This is an optimization exercise on Yosys and OpenROAD, whose aim is small area and a short achievable clock period, not a production implementation. Function was checked by simulation only, so behaviour that the tests miss may differ from the original. No activity file was given, so power comes from the tool's default toggle rates.

$ cat design/flow/config.mk
export PLATFORM = sky130hd
export DESIGN_NAME = formulaChecker
export DESIGN_NICKNAME = formulaChecker
export VERILOG_FILES = /design/flow/design.v
export SDC_FILE = /design/flow/constraint.sdc
export NUM_CORES = 4
export LEC_CHECK = 0
export CAP_MARGIN = 20
export CORE_MARGIN = 2
export CORE_UTILIZATION = 40
export SETUP_SLACK_MARGIN = 1.0
export SLEW_MARGIN = 20
export SYNTH_HIERARCHICAL = 1
$ cat design/flow/constraint.sdc
create_clock -name core_clock -period 6.0 [get_ports {in_clk}]
set_input_delay 1.2000 -clock core_clock [delete_from_list [all_inputs] [get_ports {in_clk}]]
set_output_delay 1.2000 -clock core_clock [all_outputs]
set_load 0.01 [all_outputs]
$ cat design/flow/design.v
module OneClauseChecker (
  input  [19:0] coef_int,    
  input  [7:0]  coef_bool,   
  input         valid,       
  input  [3:0]  x,           
  input  [14:0] pos0,        
  input  [14:0] pos1,        
  input  [14:0] neg0,        
  input  [14:0] neg1,        
  output [7:0] cs,        
  output        pass         
);
  wire [3:0] c0 = coef_int[3:0], c1 = coef_int[7:4], c2 = coef_int[11:8], c3 = coef_int[15:12];
  wire [3:0] bq = coef_int[19:16];
  wire sa00 = c0[0] & ~c1[0];
  wire sb00 = ~c0[0] & c1[0];
  wire sab00 = c0[0] & c1[0];
  wire [4:0] rn00;   
  aoi222 u_rn00_0 (.a1(sa00), .a2(pos0[0]), .b1(sb00), .b2(pos0[5]), .c1(sab00), .c2(pos0[10]), .y(rn00[0]));
  aoi222 u_rn00_1 (.a1(sa00), .a2(pos0[1]), .b1(sb00), .b2(pos0[6]), .c1(sab00), .c2(pos0[11]), .y(rn00[1]));
  aoi222 u_rn00_2 (.a1(sa00), .a2(pos0[2]), .b1(sb00), .b2(pos0[7]), .c1(sab00), .c2(pos0[12]), .y(rn00[2]));
  aoi222 u_rn00_3 (.a1(sa00), .a2(pos0[3]), .b1(sb00), .b2(pos0[8]), .c1(sab00), .c2(pos0[13]), .y(rn00[3]));
  aoi222 u_rn00_4 (.a1(sa00), .a2(pos0[4]), .b1(sb00), .b2(pos0[9]), .c1(sab00), .c2(pos0[14]), .y(rn00[4]));
  wire sg1 = ~rn00[4];
  wire sa01 = c0[1] & ~c1[1];
  wire sb01 = ~c0[1] & c1[1];
  wire sab01 = c0[1] & c1[1];
  wire [4:0] rn01;   
  aoi222 u_rn01_0 (.a1(sa01), .a2(pos0[0]), .b1(sb01), .b2(pos0[5]), .c1(sab01), .c2(pos0[10]), .y(rn01[0]));
  aoi222 u_rn01_1 (.a1(sa01), .a2(pos0[1]), .b1(sb01), .b2(pos0[6]), .c1(sab01), .c2(pos0[11]), .y(rn01[1]));
  aoi222 u_rn01_2 (.a1(sa01), .a2(pos0[2]), .b1(sb01), .b2(pos0[7]), .c1(sab01), .c2(pos0[12]), .y(rn01[2]));
  aoi222 u_rn01_3 (.a1(sa01), .a2(pos0[3]), .b1(sb01), .b2(pos0[8]), .c1(sab01), .c2(pos0[13]), .y(rn01[3]));
  aoi222 u_rn01_4 (.a1(sa01), .a2(pos0[4]), .b1(sb01), .b2(pos0[9]), .c1(sab01), .c2(pos0[14]), .y(rn01[4]));
  wire sg2 = ~rn01[4];
  wire sa02 = c0[2] & ~c1[2];
  wire sb02 = ~c0[2] & c1[2];
  wire sab02 = c0[2] & c1[2];
  wire [4:0] rn02;   
  aoi222 u_rn02_0 (.a1(sa02), .a2(pos0[0]), .b1(sb02), .b2(pos0[5]), .c1(sab02), .c2(pos0[10]), .y(rn02[0]));
  aoi222 u_rn02_1 (.a1(sa02), .a2(pos0[1]), .b1(sb02), .b2(pos0[6]), .c1(sab02), .c2(pos0[11]), .y(rn02[1]));
  aoi222 u_rn02_2 (.a1(sa02), .a2(pos0[2]), .b1(sb02), .b2(pos0[7]), .c1(sab02), .c2(pos0[12]), .y(rn02[2]));
  aoi222 u_rn02_3 (.a1(sa02), .a2(pos0[3]), .b1(sb02), .b2(pos0[8]), .c1(sab02), .c2(pos0[13]), .y(rn02[3]));
  aoi222 u_rn02_4 (.a1(sa02), .a2(pos0[4]), .b1(sb02), .b2(pos0[9]), .c1(sab02), .c2(pos0[14]), .y(rn02[4]));
  wire sg3 = ~rn02[4];
  wire sa03 = c0[3] & ~c1[3];
  wire sb03 = ~c0[3] & c1[3];
  wire sab03 = c0[3] & c1[3];
  wire [4:0] rn03;   
  aoi222 u_rn03_0 (.a1(sa03), .a2(neg0[0]), .b1(sb03), .b2(neg0[5]), .c1(sab03), .c2(neg0[10]), .y(rn03[0]));
  aoi222 u_rn03_1 (.a1(sa03), .a2(neg0[1]), .b1(sb03), .b2(neg0[6]), .c1(sab03), .c2(neg0[11]), .y(rn03[1]));
  aoi222 u_rn03_2 (.a1(sa03), .a2(neg0[2]), .b1(sb03), .b2(neg0[7]), .c1(sab03), .c2(neg0[12]), .y(rn03[2]));
  aoi222 u_rn03_3 (.a1(sa03), .a2(neg0[3]), .b1(sb03), .b2(neg0[8]), .c1(sab03), .c2(neg0[13]), .y(rn03[3]));
  aoi222 u_rn03_4 (.a1(sa03), .a2(neg0[4]), .b1(sb03), .b2(neg0[9]), .c1(sab03), .c2(neg0[14]), .y(rn03[4]));
  wire nsel0 = ~(c0[3] | c1[3]);
  wire sa10 = c2[0] & ~c3[0];
  wire sb10 = ~c2[0] & c3[0];
  wire sab10 = c2[0] & c3[0];
  wire [4:0] rn10;   
  aoi222 u_rn10_0 (.a1(sa10), .a2(pos1[0]), .b1(sb10), .b2(pos1[5]), .c1(sab10), .c2(pos1[10]), .y(rn10[0]));
  aoi222 u_rn10_1 (.a1(sa10), .a2(pos1[1]), .b1(sb10), .b2(pos1[6]), .c1(sab10), .c2(pos1[11]), .y(rn10[1]));
  aoi222 u_rn10_2 (.a1(sa10), .a2(pos1[2]), .b1(sb10), .b2(pos1[7]), .c1(sab10), .c2(pos1[12]), .y(rn10[2]));
  aoi222 u_rn10_3 (.a1(sa10), .a2(pos1[3]), .b1(sb10), .b2(pos1[8]), .c1(sab10), .c2(pos1[13]), .y(rn10[3]));
  aoi222 u_rn10_4 (.a1(sa10), .a2(pos1[4]), .b1(sb10), .b2(pos1[9]), .c1(sab10), .c2(pos1[14]), .y(rn10[4]));
  wire sg4 = ~rn10[4];
  wire sa11 = c2[1] & ~c3[1];
  wire sb11 = ~c2[1] & c3[1];
  wire sab11 = c2[1] & c3[1];
  wire [4:0] rn11;   
  aoi222 u_rn11_0 (.a1(sa11), .a2(pos1[0]), .b1(sb11), .b2(pos1[5]), .c1(sab11), .c2(pos1[10]), .y(rn11[0]));
  aoi222 u_rn11_1 (.a1(sa11), .a2(pos1[1]), .b1(sb11), .b2(pos1[6]), .c1(sab11), .c2(pos1[11]), .y(rn11[1]));
  aoi222 u_rn11_2 (.a1(sa11), .a2(pos1[2]), .b1(sb11), .b2(pos1[7]), .c1(sab11), .c2(pos1[12]), .y(rn11[2]));
  aoi222 u_rn11_3 (.a1(sa11), .a2(pos1[3]), .b1(sb11), .b2(pos1[8]), .c1(sab11), .c2(pos1[13]), .y(rn11[3]));
  aoi222 u_rn11_4 (.a1(sa11), .a2(pos1[4]), .b1(sb11), .b2(pos1[9]), .c1(sab11), .c2(pos1[14]), .y(rn11[4]));
  wire sg5 = ~rn11[4];
  wire sa12 = c2[2] & ~c3[2];
  wire sb12 = ~c2[2] & c3[2];
  wire sab12 = c2[2] & c3[2];
  wire [4:0] rn12;   
  aoi222 u_rn12_0 (.a1(sa12), .a2(pos1[0]), .b1(sb12), .b2(pos1[5]), .c1(sab12), .c2(pos1[10]), .y(rn12[0]));
  aoi222 u_rn12_1 (.a1(sa12), .a2(pos1[1]), .b1(sb12), .b2(pos1[6]), .c1(sab12), .c2(pos1[11]), .y(rn12[1]));
  aoi222 u_rn12_2 (.a1(sa12), .a2(pos1[2]), .b1(sb12), .b2(pos1[7]), .c1(sab12), .c2(pos1[12]), .y(rn12[2]));
  aoi222 u_rn12_3 (.a1(sa12), .a2(pos1[3]), .b1(sb12), .b2(pos1[8]), .c1(sab12), .c2(pos1[13]), .y(rn12[3]));
  aoi222 u_rn12_4 (.a1(sa12), .a2(pos1[4]), .b1(sb12), .b2(pos1[9]), .c1(sab12), .c2(pos1[14]), .y(rn12[4]));
  wire sg6 = ~rn12[4];
  wire sa13 = c2[3] & ~c3[3];
  wire sb13 = ~c2[3] & c3[3];
  wire sab13 = c2[3] & c3[3];
  wire [4:0] rn13;   
  aoi222 u_rn13_0 (.a1(sa13), .a2(neg1[0]), .b1(sb13), .b2(neg1[5]), .c1(sab13), .c2(neg1[10]), .y(rn13[0]));
  aoi222 u_rn13_1 (.a1(sa13), .a2(neg1[1]), .b1(sb13), .b2(neg1[6]), .c1(sab13), .c2(neg1[11]), .y(rn13[1]));
  aoi222 u_rn13_2 (.a1(sa13), .a2(neg1[2]), .b1(sb13), .b2(neg1[7]), .c1(sab13), .c2(neg1[12]), .y(rn13[2]));
  aoi222 u_rn13_3 (.a1(sa13), .a2(neg1[3]), .b1(sb13), .b2(neg1[8]), .c1(sab13), .c2(neg1[13]), .y(rn13[3]));
  aoi222 u_rn13_4 (.a1(sa13), .a2(neg1[4]), .b1(sb13), .b2(neg1[9]), .c1(sab13), .c2(neg1[14]), .y(rn13[4]));
  wire nsel1 = ~(c2[3] | c3[3]);
  wire fs7, fc8;
  fa u_fs7 (.a(bq[0]), .b(rn00[0]), .c(rn10[0]), .s(fs7), .co(fc8));
  wire fs9, fc10;
  fa u_fs9 (.a(bq[1]), .b(rn01[0]), .c(rn11[0]), .s(fs9), .co(fc10));
  wire fs11, fc12;
  fa u_fs11 (.a(rn00[1]), .b(rn10[1]), .c(fc8), .s(fs11), .co(fc12));
  wire fs13, fc14;
  fa u_fs13 (.a(bq[2]), .b(rn02[0]), .c(rn12[0]), .s(fs13), .co(fc14));
  wire fs15, fc16;
  fa u_fs15 (.a(rn01[1]), .b(rn11[1]), .c(fc10), .s(fs15), .co(fc16));
  wire fs17, fc18;
  fa u_fs17 (.a(rn00[2]), .b(rn10[2]), .c(fs13), .s(fs17), .co(fc18));
  wire fs19, fc20;
  fa u_fs19 (.a(fc12), .b(fs15), .c(fs17), .s(fs19), .co(fc20));
  wire fs21, fc22;
  fa u_fs21 (.a(bq[3]), .b(nsel0), .c(nsel1), .s(fs21), .co(fc22));
  wire fs23, fc24;
  fa u_fs23 (.a(fs21), .b(rn03[0]), .c(rn13[0]), .s(fs23), .co(fc24));
  wire fs25, fc26;
  fa u_fs25 (.a(rn02[1]), .b(rn12[1]), .c(fc14), .s(fs25), .co(fc26));
  wire fs27, fc28;
  fa u_fs27 (.a(rn01[2]), .b(rn11[2]), .c(fs23), .s(fs27), .co(fc28));
  wire fs29, fc30;
  fa u_fs29 (.a(rn00[3]), .b(rn10[3]), .c(fc16), .s(fs29), .co(fc30));
  wire fs31, fc32;
  fa u_fs31 (.a(fc18), .b(fs25), .c(fs27), .s(fs31), .co(fc32));
  wire fs33, fc34;
  fa u_fs33 (.a(fs29), .b(fc20), .c(fs31), .s(fs33), .co(fc34));
  wire fs35, fc36;
  fa u_fs35 (.a(fc22), .b(rn03[1]), .c(rn13[1]), .s(fs35), .co(fc36));
  wire fs37, fc38;
  fa u_fs37 (.a(fc24), .b(rn02[2]), .c(rn12[2]), .s(fs37), .co(fc38));
  wire fs39, fc40;
  fa u_fs39 (.a(rn01[3]), .b(rn11[3]), .c(fc26), .s(fs39), .co(fc40));
  wire fs41, fc42;
  fa u_fs41 (.a(fs35), .b(fc28), .c(sg1), .s(fs41), .co(fc42));
  wire fs43, fc44;
  fa u_fs43 (.a(sg4), .b(fs37), .c(fc30), .s(fs43), .co(fc44));
  wire fs45, fc46;
  fa u_fs45 (.a(fs39), .b(fc32), .c(fs41), .s(fs45), .co(fc46));
  wire fs47, fc48;
  fa u_fs47 (.a(fs43), .b(fc34), .c(fs45), .s(fs47), .co(fc48));
  wire fs49, fc50;
  fa u_fs49 (.a(rn03[2]), .b(rn13[2]), .c(fc36), .s(fs49), .co(fc50));
  wire fs51, fc52;
  fa u_fs51 (.a(rn02[3]), .b(rn12[3]), .c(fc38), .s(fs51), .co(fc52));
  wire fs53, fc54;
  fa u_fs53 (.a(sg2), .b(sg5), .c(fc40), .s(fs53), .co(fc54));
  wire fs55, fc56;
  fa u_fs55 (.a(fs49), .b(fc42), .c(fs51), .s(fs55), .co(fc56));
  wire fs57, fc58;
  fa u_fs57 (.a(fc44), .b(fs53), .c(fc46), .s(fs57), .co(fc58));
  wire fs59, fc60;
  fa u_fs59 (.a(fs55), .b(fc48), .c(fs57), .s(fs59), .co(fc60));
  wire fs61, fc62;
  fa u_fs61 (.a(rn03[3]), .b(rn13[3]), .c(sg3), .s(fs61), .co(fc62));
  wire fs63, fc64;
  fa u_fs63 (.a(sg6), .b(fc50), .c(fc52), .s(fs63), .co(fc64));
  wire fs65, fc66;
  fa u_fs65 (.a(fs61), .b(fc54), .c(fc56), .s(fs65), .co(fc66));
  wire fs67, fc68;
  fa u_fs67 (.a(fs63), .b(fc58), .c(fs65), .s(fs67), .co(fc68));
  wire px69 = rn03[4] ^ rn13[4];
  wire px70 = px69 ^ fc62;
  wire px71 = px70 ^ fc64;
  wire px72 = px71 ^ fc66;
  wire zlo, cin5;
  lo_part u_lo (.a0_in(fs7), .a1_in(fs9), .b1_in(fs11), .a2_in(fs19), .b3_in(fs33), .zlo(zlo), .cin(cin5));
  assign cs = {zlo, cin5, px72, fc68, fs67, fc60, fs59, fs47};    
  assign pass = (coef_bool[1] & (coef_bool[0] == x[0])) | (coef_bool[3] & (coef_bool[2] == x[1]))
              | (coef_bool[5] & (coef_bool[4] == x[2])) | (coef_bool[7] & (coef_bool[6] == x[3])) | ~valid;
endmodule
module ClauseResult (input [7:0] cs, input pass, input en, output sat);
  reg ok;
  always @* begin
    case (cs)
      8'd0: ok = 1'b1;
      8'd1: ok = 1'b1;
      8'd2: ok = 1'b1;
      8'd3: ok = 1'b1;
      8'd4: ok = 1'b1;
      8'd5: ok = 1'b0;
      8'd6: ok = 1'b0;
      8'd7: ok = 1'b0;
      8'd8: ok = 1'b1;
      8'd9: ok = 1'b0;
      8'd10: ok = 1'b0;
      8'd11: ok = 1'b0;
      8'd12: ok = 1'b0;
      8'd13: ok = 1'b0;
      8'd14: ok = 1'b0;
      8'd15: ok = 1'b0;
      8'd16: ok = 1'b0;
      8'd17: ok = 1'b0;
      8'd18: ok = 1'b0;
      8'd19: ok = 1'b0;
      8'd20: ok = 1'b0;
      8'd21: ok = 1'b1;
      8'd22: ok = 1'b1;
      8'd23: ok = 1'b1;
      8'd24: ok = 1'b0;
      8'd25: ok = 1'b1;
      8'd26: ok = 1'b1;
      8'd27: ok = 1'b1;
      8'd28: ok = 1'b1;
      8'd29: ok = 1'b1;
      8'd30: ok = 1'b1;
      8'd31: ok = 1'b1;
      8'd32: ok = 1'b0;
      8'd33: ok = 1'b0;
      8'd34: ok = 1'b0;
      8'd35: ok = 1'b0;
      8'd36: ok = 1'b0;
      8'd37: ok = 1'b1;
      8'd38: ok = 1'b1;
      8'd39: ok = 1'b1;
      8'd40: ok = 1'b0;
      8'd41: ok = 1'b1;
      8'd42: ok = 1'b1;
      8'd43: ok = 1'b1;
      8'd44: ok = 1'b1;
      8'd45: ok = 1'b1;
      8'd46: ok = 1'b1;
      8'd47: ok = 1'b1;
      8'd48: ok = 1'b1;
      8'd49: ok = 1'b1;
      8'd50: ok = 1'b1;
      8'd51: ok = 1'b1;
      8'd52: ok = 1'b1;
      8'd53: ok = 1'b0;
      8'd54: ok = 1'b0;
      8'd55: ok = 1'b0;
      8'd56: ok = 1'b1;
      8'd57: ok = 1'b0;
      8'd58: ok = 1'b0;
      8'd59: ok = 1'b0;
      8'd60: ok = 1'b0;
      8'd61: ok = 1'b0;
      8'd62: ok = 1'b0;
      8'd63: ok = 1'b0;
      8'd64: ok = 1'b1;
      8'd65: ok = 1'b1;
      8'd66: ok = 1'b1;
      8'd67: ok = 1'b1;
      8'd68: ok = 1'b1;
      8'd69: ok = 1'b1;
      8'd70: ok = 1'b0;
      8'd71: ok = 1'b0;
      8'd72: ok = 1'b1;
      8'd73: ok = 1'b1;
      8'd74: ok = 1'b0;
      8'd75: ok = 1'b0;
      8'd76: ok = 1'b0;
      8'd77: ok = 1'b0;
      8'd78: ok = 1'b0;
      8'd79: ok = 1'b0;
      8'd80: ok = 1'b0;
      8'd81: ok = 1'b0;
      8'd82: ok = 1'b0;
      8'd83: ok = 1'b0;
      8'd84: ok = 1'b0;
      8'd85: ok = 1'b0;
      8'd86: ok = 1'b1;
      8'd87: ok = 1'b1;
      8'd88: ok = 1'b0;
      8'd89: ok = 1'b0;
      8'd90: ok = 1'b1;
      8'd91: ok = 1'b1;
      8'd92: ok = 1'b1;
      8'd93: ok = 1'b1;
      8'd94: ok = 1'b1;
      8'd95: ok = 1'b1;
      8'd96: ok = 1'b0;
      8'd97: ok = 1'b0;
      8'd98: ok = 1'b0;
      8'd99: ok = 1'b0;
      8'd100: ok = 1'b0;
      8'd101: ok = 1'b0;
      8'd102: ok = 1'b1;
      8'd103: ok = 1'b1;
      8'd104: ok = 1'b0;
      8'd105: ok = 1'b0;
      8'd106: ok = 1'b1;
      8'd107: ok = 1'b1;
      8'd108: ok = 1'b1;
      8'd109: ok = 1'b1;
      8'd110: ok = 1'b1;
      8'd111: ok = 1'b1;
      8'd112: ok = 1'b1;
      8'd113: ok = 1'b1;
      8'd114: ok = 1'b1;
      8'd115: ok = 1'b1;
      8'd116: ok = 1'b1;
      8'd117: ok = 1'b1;
      8'd118: ok = 1'b0;
      8'd119: ok = 1'b0;
      8'd120: ok = 1'b1;
      8'd121: ok = 1'b1;
      8'd122: ok = 1'b0;
      8'd123: ok = 1'b0;
      8'd124: ok = 1'b0;
      8'd125: ok = 1'b0;
      8'd126: ok = 1'b0;
      8'd127: ok = 1'b0;
      8'd128: ok = 1'b1;
      8'd129: ok = 1'b1;
      8'd130: ok = 1'b1;
      8'd131: ok = 1'b1;
      8'd132: ok = 1'b1;
      8'd133: ok = 1'b0;
      8'd134: ok = 1'b0;
      8'd135: ok = 1'b0;
      8'd136: ok = 1'b1;
      8'd137: ok = 1'b0;
      8'd138: ok = 1'b0;
      8'd139: ok = 1'b0;
      8'd140: ok = 1'b0;
      8'd141: ok = 1'b0;
      8'd142: ok = 1'b0;
      8'd143: ok = 1'b0;
      8'd144: ok = 1'b0;
      8'd145: ok = 1'b0;
      8'd146: ok = 1'b0;
      8'd147: ok = 1'b0;
      8'd148: ok = 1'b1;
      8'd149: ok = 1'b1;
      8'd150: ok = 1'b1;
      8'd151: ok = 1'b1;
      8'd152: ok = 1'b1;
      8'd153: ok = 1'b1;
      8'd154: ok = 1'b1;
      8'd155: ok = 1'b1;
      8'd156: ok = 1'b1;
      8'd157: ok = 1'b1;
      8'd158: ok = 1'b1;
      8'd159: ok = 1'b1;
      8'd160: ok = 1'b0;
      8'd161: ok = 1'b0;
      8'd162: ok = 1'b0;
      8'd163: ok = 1'b0;
      8'd164: ok = 1'b1;
      8'd165: ok = 1'b1;
      8'd166: ok = 1'b1;
      8'd167: ok = 1'b1;
      8'd168: ok = 1'b1;
      8'd169: ok = 1'b1;
      8'd170: ok = 1'b1;
      8'd171: ok = 1'b1;
      8'd172: ok = 1'b1;
      8'd173: ok = 1'b1;
      8'd174: ok = 1'b1;
      8'd175: ok = 1'b1;
      8'd176: ok = 1'b1;
      8'd177: ok = 1'b1;
      8'd178: ok = 1'b1;
      8'd179: ok = 1'b1;
      8'd180: ok = 1'b1;
      8'd181: ok = 1'b0;
      8'd182: ok = 1'b0;
      8'd183: ok = 1'b0;
      8'd184: ok = 1'b1;
      8'd185: ok = 1'b0;
      8'd186: ok = 1'b0;
      8'd187: ok = 1'b0;
      8'd188: ok = 1'b0;
      8'd189: ok = 1'b0;
      8'd190: ok = 1'b0;
      8'd191: ok = 1'b0;
      8'd192: ok = 1'b1;
      8'd193: ok = 1'b1;
      8'd194: ok = 1'b1;
      8'd195: ok = 1'b1;
      8'd196: ok = 1'b1;
      8'd197: ok = 1'b1;
      8'd198: ok = 1'b0;
      8'd199: ok = 1'b0;
      8'd200: ok = 1'b1;
      8'd201: ok = 1'b1;
      8'd202: ok = 1'b0;
      8'd203: ok = 1'b0;
      8'd204: ok = 1'b0;
      8'd205: ok = 1'b0;
      8'd206: ok = 1'b0;
      8'd207: ok = 1'b0;
      8'd208: ok = 1'b0;
      8'd209: ok = 1'b0;
      8'd210: ok = 1'b0;
      8'd211: ok = 1'b0;
      8'd212: ok = 1'b0;
      8'd213: ok = 1'b1;
      8'd214: ok = 1'b1;
      8'd215: ok = 1'b1;
      8'd216: ok = 1'b0;
      8'd217: ok = 1'b1;
      8'd218: ok = 1'b1;
      8'd219: ok = 1'b1;
      8'd220: ok = 1'b1;
      8'd221: ok = 1'b1;
      8'd222: ok = 1'b1;
      8'd223: ok = 1'b1;
      8'd224: ok = 1'b0;
      8'd225: ok = 1'b0;
      8'd226: ok = 1'b0;
      8'd227: ok = 1'b0;
      8'd228: ok = 1'b0;
      8'd229: ok = 1'b1;
      8'd230: ok = 1'b1;
      8'd231: ok = 1'b1;
      8'd232: ok = 1'b0;
      8'd233: ok = 1'b1;
      8'd234: ok = 1'b1;
      8'd235: ok = 1'b1;
      8'd236: ok = 1'b1;
      8'd237: ok = 1'b1;
      8'd238: ok = 1'b1;
      8'd239: ok = 1'b1;
      8'd240: ok = 1'b1;
      8'd241: ok = 1'b1;
      8'd242: ok = 1'b1;
      8'd243: ok = 1'b1;
      8'd244: ok = 1'b1;
      8'd245: ok = 1'b1;
      8'd246: ok = 1'b0;
      8'd247: ok = 1'b0;
      8'd248: ok = 1'b1;
      8'd249: ok = 1'b1;
      8'd250: ok = 1'b0;
      8'd251: ok = 1'b0;
      8'd252: ok = 1'b0;
      8'd253: ok = 1'b0;
      8'd254: ok = 1'b0;
      8'd255: ok = 1'b0;
      default: ok = 1'b0;
    endcase
  end
  assign sat = en & (pass | ok);
endmodule
module lo_part (input a0_in, a1_in, b1_in, a2_in, b3_in, output zlo, output cin);
  wire a0 = ~a0_in;
  wire b0 = 1'b0;
  wire a1 = ~a1_in;
  wire b1 = ~b1_in;
  wire a2 = ~a2_in;
  wire b2 = 1'b0;
  wire a3 = 1'b1;
  wire b3 = ~b3_in;
  wire [3:0] a = {a3, a2, a1, a0};
  wire [3:0] b = {b3, b2, b1, b0};
  wire [3:0] p = a ^ b, g = a & b, k = a | b;
  wire [4:0] c;
  assign c[0] = 1'b0;
  genvar i;
  for (i = 0; i < 4; i = i + 1) begin : carry
    assign c[i + 1] = g[i] | (k[i] & c[i]);
  end
  assign cin = c[4];
  assign zlo = ~p[0] & (p[3:1] == k[2:0]);
endmodule
module fa (input a, b, c, output s, co);
  assign s = a ^ b ^ c;
  assign co = (a & b) | (a & c) | (b & c);
endmodule
module ha (input a, b, output s, co);
  assign s = a ^ b;
  assign co = a & b;
endmodule
module fa1 (input a, b, output s, co);
  xnor2m u_s (.a(a), .b(b), .y(s));
  or2m u_c (.a(a), .b(b), .y(co));
endmodule
module xnor2m (input a, b, output y);
  assign y = ~(a ^ b);
endmodule
module or2m (input a, b, output y);
  assign y = a | b;
endmodule
module aoi222 (input a1, a2, b1, b2, c1, c2, output y);
  assign y = ~((a1 & a2) | (b1 & b2) | (c1 & c2));
endmodule
module ClauseIndexDecoder (
  input  [3:0]  in_clause_index,
  output [15:0] we
);
  assign we = 16'd1 << in_clause_index;
endmodule
module formulaChecker (
  input         in_clk,
  input         in_reset,
  input  [15:0] in_clause_enable,
  input  [19:0] in_clause_coefficients_integer,
  input  [7:0]  in_clause_coefficients_boolean,
  input  [3:0]  in_clause_index,
  input  [15:0] in_integer_assignment_after_move,
  input  [3:0]  in_boolean_assignment_after_move,
  input         in_enable,
  output [15:0] all_satisfied,
  output        satisfied
);
  wire [3:0] y0 = in_integer_assignment_after_move[3:0];
  wire [3:0] y1 = in_integer_assignment_after_move[7:4];
  wire [3:0] y2 = in_integer_assignment_after_move[11:8];
  wire [3:0] y3 = in_integer_assignment_after_move[15:12];
  wire [4:0] a0 = {y0[3], y0}, b0 = {y1[3], y1}, s0 = a0 + b0;
  wire [4:0] a1 = {y2[3], y2}, b1 = {y3[3], y3}, s1 = a1 + b1;
  wire [14:0] pos0 = {s0, b0, a0};
  wire [14:0] pos1 = {s1, b1, a1};
  wire [14:0] neg0 = ~pos0;
  wire [14:0] neg1 = ~pos1;
  wire [27:0] wdata = {in_clause_coefficients_boolean,
                       in_clause_coefficients_integer[19], ~in_clause_coefficients_integer[18:16],
                       in_clause_coefficients_integer[15:0]};
  wire [15:0] we;
  ClauseIndexDecoder dec (.in_clause_index(in_clause_index), .we(we));
  reg  [15:0] valid;
  reg  [15:0] en_r;
  wire [15:0] gate = in_clause_enable & {16{in_enable & ~in_reset}};
  always @(posedge in_clk) begin
    if (in_reset)
      valid <= 16'd0;
    else
      valid <= valid | we;
    en_r <= gate;    
  end
  genvar k;
  generate
    for (k = 0; k < 16; k = k + 1) begin : clause
      reg [27:0] q;
      reg  [7:0] cs_r;
      reg        pass_r;
      wire [7:0] cs;
      wire       pass;
      always @(posedge in_clk) begin
        if (we[k]) q <= wdata;
        cs_r   <= cs;
        pass_r <= pass;
      end
      OneClauseChecker check (
        .coef_int(q[19:0]), .coef_bool(q[27:20]),
        .valid(valid[k]),
        .x(in_boolean_assignment_after_move),
        .pos0(pos0), .pos1(pos1), .neg0(neg0), .neg1(neg1),
        .cs(cs), .pass(pass));
      ClauseResult res (.cs(cs_r), .pass(pass_r), .en(en_r[k]), .sat(all_satisfied[k]));
    end
  endgenerate
  assign satisfied = &(all_satisfied | ~in_clause_enable);
endmodule
$ cat design/flow/run.sh
#!/bin/bash
# synth_recipe.tcl (not shown) runs the flow's synth.tcl, then flattens the netlist and writes it again
# the make line also repeats each setting of config.mk as NAME=value (left out here)
make -C /OpenROAD-flow-scripts/flow DESIGN_CONFIG=/design/flow/config.mk WORK_HOME=/design/flow/orfs CLKGATE_MAP_FILE= SYNTH_SCRIPT=/design/flow/synth_recipe.tcl finish
==> summary.json <==
{
  "route": {
    "route.detailed.drc": 0,
    "dr_total_vias": 31343,
    "wire_per_inst_um": 32.03,
    "drtPass1Iterations": 13,
    "detailedRoute.firstIterationViolations": 7690,
    "drtAntennaViolNets": 0,
    "totalWireLength_um": 148600,
    "vias_per_cell": 6.756
  },
  "place": {
    "placement.cell_area_um2": 44820,
    "place.port_buffers": 87,
    "place.gp.congestion": 0.9123,
    "preCtsSetupSlack_ns": 0.3870,
    "detailed_placement_hpwl_um": 90120,
    "placed_cells": 4498
  },
  "timing": {
    "clock.fmax_mhz": 202.5,
    "post-route-period-util_pct": 82.30,
    "max_slew_margin_pct": 22.16,
    "timing.final.hold_violations": 0,
    "layout_min_cycle_time_ns": 4.938,
    "grt_setup_unrepaired": "true",
    "setup_viol_count_final": 0,
    "maxSlewViolCount": 0,
    "finClkSkew_ns": 0.02500,
    "finalSetupTns_ns": 0,
    "timing_worst_slew_pin_value_ns": 1.166,
    "post_route_worst_setup_slack_ns": 1.062
  },
  "final_layout": {
    "layout-area-overhead-vs-synth_pct": 12.32,
    "final-instance-count-excl-fill": 4639,
    "final_design_utilization_pct": 45.48,
    "finish.net_count": 3806,
    "fraction_of_layout_instances_using_a_drive_strength_above_1_pct": 11.08,
    "layout.cells.most_common": "a222oi_1",
    "mostFrequentLayoutCells": "a222oi_1 (656), fa_1 (449), edfxtp_1 (448), nor2b_1 (256), inv_1 (186)",
    "num-fill-cells": 9384,
    "post-route-cell-area_um2": 47270
  },
  "setup_path": {
    "critical_path.reg2reg.startpoint": "clause[10].q[3]",
    "worstRegToRegCells": 8,
    "crit_path_end_kind": "register",
    "worst_path_most_repeated_cell": "fa_1",
    "worst-endpoint-arrival_ns": 5.45,
    "setup.worst_path.end": "clause[9].cs_r[1]",
    "timing.critical_path.cells": "buf_2 -> buf_4 -> buf_4 -> a222oi_1 -> fa_1 -> fa_1 -> fa_2 -> fa_2 -> fa_1 -> fa_1",
    "crit_path_launch": "in_integer_assignment_after_move[12]",
    "crit_fanout": 25,
    "worst_path_largest_cell_delay_ns": 0.61,
    "timing.critical_path.slowest_stage_cell": "fa_1",
    "critical_path_depth": 10,
    "cp.buffers_inverters": 3,
    "start_kind": "input port",
    "reg2reg_to": "clause[10].cs_r[1]",
    "required_ns": 6.51,
    "crit_type": "input port to register",
    "crit_family": "adder cells",
    "r2r_setup_slack_ns": 1.92
  },
  "synthesis": {
    "ys_seq_area_share_pct": 40.34,
    "synth_cells": 3060,
    "async_flop_share_pct": 0,
    "synth_edf_count": 448,
    "synthFlopType": "edfxtp_1",
    "post_synth_num_cell_types": 41,
    "yosys_warnings": 8,
    "number_of_synthesized_register_bits": 624,
    "avgSynthCellArea_um2": 13.75,
    "syn_nets": 3669,
    "synth_area_um2": 42080
  },
  "hold_path": {
    "hp-start": "valid[10]",
    "class_of_the_most_critical_hold_timing_path": "register to register"
  },
  "pwr": {
    "worst_voltage_drop_across_the_vdd_grid_uv": 267.5,
    "p_leak_nw": 15.87,
    "power_density_nw_per_um2": 344.4
  },
  "global_routing": {
    "grt_pass1_wl_um": 212600,
    "grt_pass1_vias": 31226,
    "grt_start_max_net_pins": 98,
    "antenna_violations_before_repair": 12,
    "grt_overflow": 0,
    "grt_use_total_pct": 27.24
  },
  "floorplan": {
    "width_of_the_die_um": 328.4,
    "placeableCoreArea_um2": 103900,
    "fp.dieH_um": 328.4,
    "start_util_pct": 40.49,
    "std_cell_rows": 118,
    "die-area_um2": 107800,
    "pin_count": 88
  },
  "cts": {
    "cts-root-buf": "clkbuf_16",
    "numClockSinks": 624,
    "tritoncts.num_buffers": 73,
    "worst_skew_pair_later_pin_latency_ns": 0.65,
    "clock_tree.buffer_depth": 3,
    "worst_setup_hold_path_clk_slew_ns": 0.06,
    "clock_tree.htree_level_count": 3,
    "cts_stage_hold_buffer_count": 0,
    "cts_tree": "done"
  },
  "outcome": {
    "run_status": "complete, no violations"
  },
  "flow_run": {
    "max-cap-violations": 0
  }
}
## Yosys stat by module (local to each module, per instance)
module | times used | flip-flops and latches
aoi222 | 640 | 0
lo_part | 16 | 0
formulaChecker | 1 | 624
OneClauseChecker | 16 | 0
ClauseIndexDecoder | 1 | 0
fa | 496 | 0
ClauseResult | 16 | 0
## Yosys cell counts, drive strengths merged (17+ instances only)
master / number / share of area, %
a21oi: 34 / 0.56
a222oi: 656 / 16
and2: 144 / 2.1
buf: 135 / 2.5
dfxtp: 176 / 8.4
edfxtp: 448 / 32
fa: 498 / 24
ha: 40 / 1.2
inv: 191 / 1.7
nand2: 33 / 0.29
nand2b: 28 / 0.42
nand3: 17 / 0.20
nand3b: 17 / 0.30
nor2: 96 / 0.86
nor2b: 257 / 3.8
nor4b: 20 / 0.80
xnor2: 131 / 2.7
xor2: 19 / 0.40
## registers in the layout, indices dropped and copies added (netlist names)
register and flops:
clause.q 448, en_r 16, clause.pass_r 16, clause.cs_r 128, valid 16
## metal layers
metal  global-route usage (%)  up-vias  routed length (um)
met1                    35.57    15652               54540
li1                         -    12690                   -
met5                        0        -                  68
met3                    8.883      439               21650
met4                    12.71        8                7103
met2                    41.09     2554               65230
## where the power goes
group	total (mW)	leakage, nW	internal, mW	switching, mW
clock network	4.45	1.14	2.57	1.88
registers	5.63	5.54	5.29	0.343
logic	6.20	9.19	2.75	3.45
total	16.3	15.9	10.6	5.67
## kinds of logic (layout without fill, tap and decap cells)
logic type | after synthesis | after routing | share of synthesized area [%]
AO/OA/AOI/OAI | 762 | 762 | 17.46
AND/OR/NAND/NOR | 642 | 642 | 9.553
flip-flops | 624 | 624 | 40.34
XOR/XNOR | 150 | 150 | 3.122
multiplexers | 2 | 2 | 0.05054
other | 0 | 2 | 0
buffers and inverters | 326 | 523 | 4.160
adder cells (fa/ha/maj) | 554 | 554 | 25.31
## cell type report
| type | count | area, um^2 | area share, % |
|---|---|---|---|
| Multi-Input combinational cell | 2110 | 23620 | 49.97 |
| Antenna cell | 2 | 5.005 | 0.01059 |
| Tap cell | 1380 | 1727 | 3.653 |
| Inverter | 191 | 732.0 | 1.549 |
| Clock inverter | 34 | 324.1 | 0.6856 |
| Sequential cell | 624 | 16980 | 35.92 |
| Clock buffer | 101 | 2044 | 4.325 |
| Timing Repair Buffer | 197 | 1838 | 3.889 |
## metrics by stage
| step | hold slack (ns) | power (mW) |
|---|---|---|
| CTS | 0.3985 | 16.31 |
| finish | 0.3911 | 16.28 |
| global route | 0.4231 | 17.30 |
| global placement | 0.3784 | 11.66 |
| floorplan | 0.3679 | 11.59 |
| detailed placement | 0.3823 | 11.79 |
## worst min-delay path by stage
stage	slack [ns]	end	cells past startpoint
after CTS	0.40	clause[10].pass_r	1
after floorplan	0.37	clause[0].pass_r	1
final	0.39	clause[10].pass_r	1
after detailed placement	0.38	clause[10].pass_r	1
after global routing	0.42	clause[12].pass_r	1
after global placement	0.38	clause[12].pass_r	1
## repair_timing
action / in CTS / in global routing
pin swaps: 0 / 3
gates resized for setup: 2 / 3
setup buffers: 0 / 4
endpoints found under the setup margin: 1 / 45
endpoints found under the hold margin: 0 / 0

-- separate check: timing with driven ports --
In the flow no input, the clock included, has a driving cell. The finished layout below was timed again as built, in two steps. Step 1, drivers: a clkbuf_16 drives in_clk and a buf_2 each remaining input, both assumed. Step 2 also shifts input and output timing later by t, the mid clock arrival at the registers, as if the neighbouring blocks saw the same clock. Slacks: no drivers / after step 1 / after step 2; pairs: no drivers / after step 1.
t, ns: 0.708
slack for setup (ns): 1.062 / 1.007 / 0.393
worst slew at a driven data input, ns: 0.09
After both steps setup and hold are still met in this run. The setup slack of this run moves by -0.055 ns with the drivers and by -0.669 ns with both steps.
